Context: an optimization exercise on an open-source flow, tuned for small area. The choices shown serve that exercise and are no tape-out recipe.
In this exercise RTL edits were held to simulation tests only and were not proved equivalent to the original.
Power figures rest on the tool's default switching activity, not on a simulated workload.

==> flow/design.v (excerpt) <==
module hann_windowing_unit (
    input  wire        clk,
    input  wire        rst,
    input  wire        in_valid,
    input  wire [31:0] in_data,
    output reg         out_valid,
    output reg  [31:0] out_data
);
Size: about 1400 cells after synthesis, ~13000 µm² of cells after synthesis.
==> flow/config.mk <==
export PLATFORM = sky130hd
export DESIGN_NAME = hann_windowing_unit
export DESIGN_NICKNAME = hann_windowing_unit
export VERILOG_FILES = /design/flow/design.v
export SDC_FILE = /design/flow/constraint.sdc
export NUM_CORES = 4
export LEC_CHECK = 0
export CAP_MARGIN = 20
export CORE_MARGIN = 2
export CORE_UTILIZATION = 40
export CTS_BUF_LIST = sky130_fd_sc_hd__clkbuf_8
export CTS_CLUSTER_DIAMETER = 100
export CTS_CLUSTER_SIZE = 30
export SLEW_MARGIN = 20
export SYNTH_HIERARCHICAL = 1
export BUFFER_PORTS_ARGS = -buffer_cell sky130_fd_sc_hd__buf_1
==> flow/constraint.sdc <==
create_clock -name core_clock -period 7.5 [get_ports {clk}]
set_input_delay 1.5000 -clock core_clock [delete_from_list [all_inputs] [get_ports {clk}]]
set_output_delay 1.5000 -clock core_clock [all_outputs]
set_load 0.01 [all_outputs]
standard.sh (not shown) runs the stock make flow with config.mk's settings and CLKGATE_MAP_FILE= SYNTH_SCRIPT=/design/flow/synth_recipe.tcl, a recipe that flattens the netlist after the stock synthesis.
==> flow/flow/run.sh <==
#!/bin/bash
# Standard layout, except that the port buffers inserted before global
# placement are the platform's smallest buffer (buf_1) instead of the one
# buffer_ports picks on its own. Everything else, synthesis included, is
# the standard.sh unchanged.
set -e
echo 'export BUFFER_PORTS_ARGS = -buffer_cell sky130_fd_sc_hd__buf_1' >> config.mk
bash standard.sh > standard.log 2>&1
The starting point finished with timing, DRC and antenna clean.
==> next run, changes <==
==> flow/run.sh (new file) <==
#!/bin/bash
# synth_recipe.tcl (not shown) runs the flow's synth.tcl, then flattens the netlist and writes it again
# the make line also repeats each setting of config.mk as NAME=value (left out here)
make -C /OpenROAD-flow-scripts/flow DESIGN_CONFIG=/design/flow/config.mk WORK_HOME=/design/flow/orfs CLKGATE_MAP_FILE= SYNTH_SCRIPT=/design/flow/synth_recipe.tcl finish
--- a/flow/config.mk
+++ b/flow/config.mk
@@ -10,7 +10,4 @@
 export CORE_UTILIZATION = 40
 export CTS_BUF_LIST = sky130_fd_sc_hd__clkbuf_8
-export CTS_CLUSTER_DIAMETER = 100
-export CTS_CLUSTER_SIZE = 30
 export SLEW_MARGIN = 20
 export SYNTH_HIERARCHICAL = 1
-export BUFFER_PORTS_ARGS = -buffer_cell sky130_fd_sc_hd__buf_1
removed: flow/flow/run.sh
removed: flow/standard.sh
What happened: The changed run completed with no timing, DRC or antenna violations; worst setup slack is better by 0.081 ns; global-route usage stays flat; wire length grows by 0.80%.
==> next run, changes <==
==> flow/flow/run.sh (new file) <==
#!/bin/bash
# Standard layout, except that:
#  - the port buffers inserted before global placement are the platform's
#    smallest buffer (buf_1) instead of the one buffer_ports picks on its own;
#  - clock tree synthesis inserts no dummy loads.
# Everything else, synthesis included, is the standard.sh unchanged.
set -e
echo 'export BUFFER_PORTS_ARGS = -buffer_cell sky130_fd_sc_hd__buf_1' >> config.mk
echo 'export CTS_ARGS = -sink_clustering_enable -repair_clock_nets -buf_list sky130_fd_sc_hd__clkbuf_8 -dont_use_dummy_load' >> config.mk
bash standard.sh > standard.log 2>&1
==> flow/standard.sh (new file) <==
#!/bin/bash
# synth_recipe.tcl (not shown) runs the flow's synth.tcl, then flattens the netlist and writes it again
# the make line also repeats each setting of config.mk as NAME=value (left out here)
make -C /OpenROAD-flow-scripts/flow DESIGN_CONFIG=/design/flow/config.mk WORK_HOME=/design/flow/orfs CLKGATE_MAP_FILE= SYNTH_SCRIPT=/design/flow/synth_recipe.tcl "${@:-finish}"
--- a/flow/config.mk
+++ b/flow/config.mk
@@ -12,2 +12,4 @@
 export SLEW_MARGIN = 20
 export SYNTH_HIERARCHICAL = 1
+export BUFFER_PORTS_ARGS = -buffer_cell sky130_fd_sc_hd__buf_1
+export CTS_ARGS = -sink_clustering_enable -repair_clock_nets -buf_list sky130_fd_sc_hd__clkbuf_8 -dont_use_dummy_load
removed: flow/run.sh
Via count came out lower by 1.1%; cell area came out lower by 3.9%; sequential share of layout area came out higher by 0.63 points; total power came out lower by 10%; routed wire length came out lower by 0.96%; final cell count came out lower by 0.75%; utilization came out lower by 1.8 points; setup slack degrades by 0.087 ns; synthesized cell count does not change; register-to-register slack degrades by 0.09 ns; area after synthesis stays the same.

-- separate check: timing with driven ports --
No port has a modelled driver above. Below, the same layouts with a new extraction and two added sets of constraints.
Step 1 sets driving cells, clkbuf_16 on the clock port and buf_2 on the other inputs (assumed; they add their load-dependent delay and slew).
Step 2 times the ports against the registers' clock, not the clock port: input delays grow and output delays shrink by t, the midpoint of the rising clock arrivals with the driver on.
Three values: no drivers, after step 1, after step 2; two values: the first two.
| run | shift t [ns] | setup WS [ns] | worst slew at a driven data input, ns |
|---|---|---|---|
| the first run | 0.537 | 0.393 / 0.393 / 0.393 | 0.04 |
| the second run | 0.524 | 0.475 / 0.475 / 0.475 | 0.04 |
| the third run | 0.520 | 0.388 / 0.388 / 0.388 | 0.04 |
After both steps every run listed still meets setup and hold.
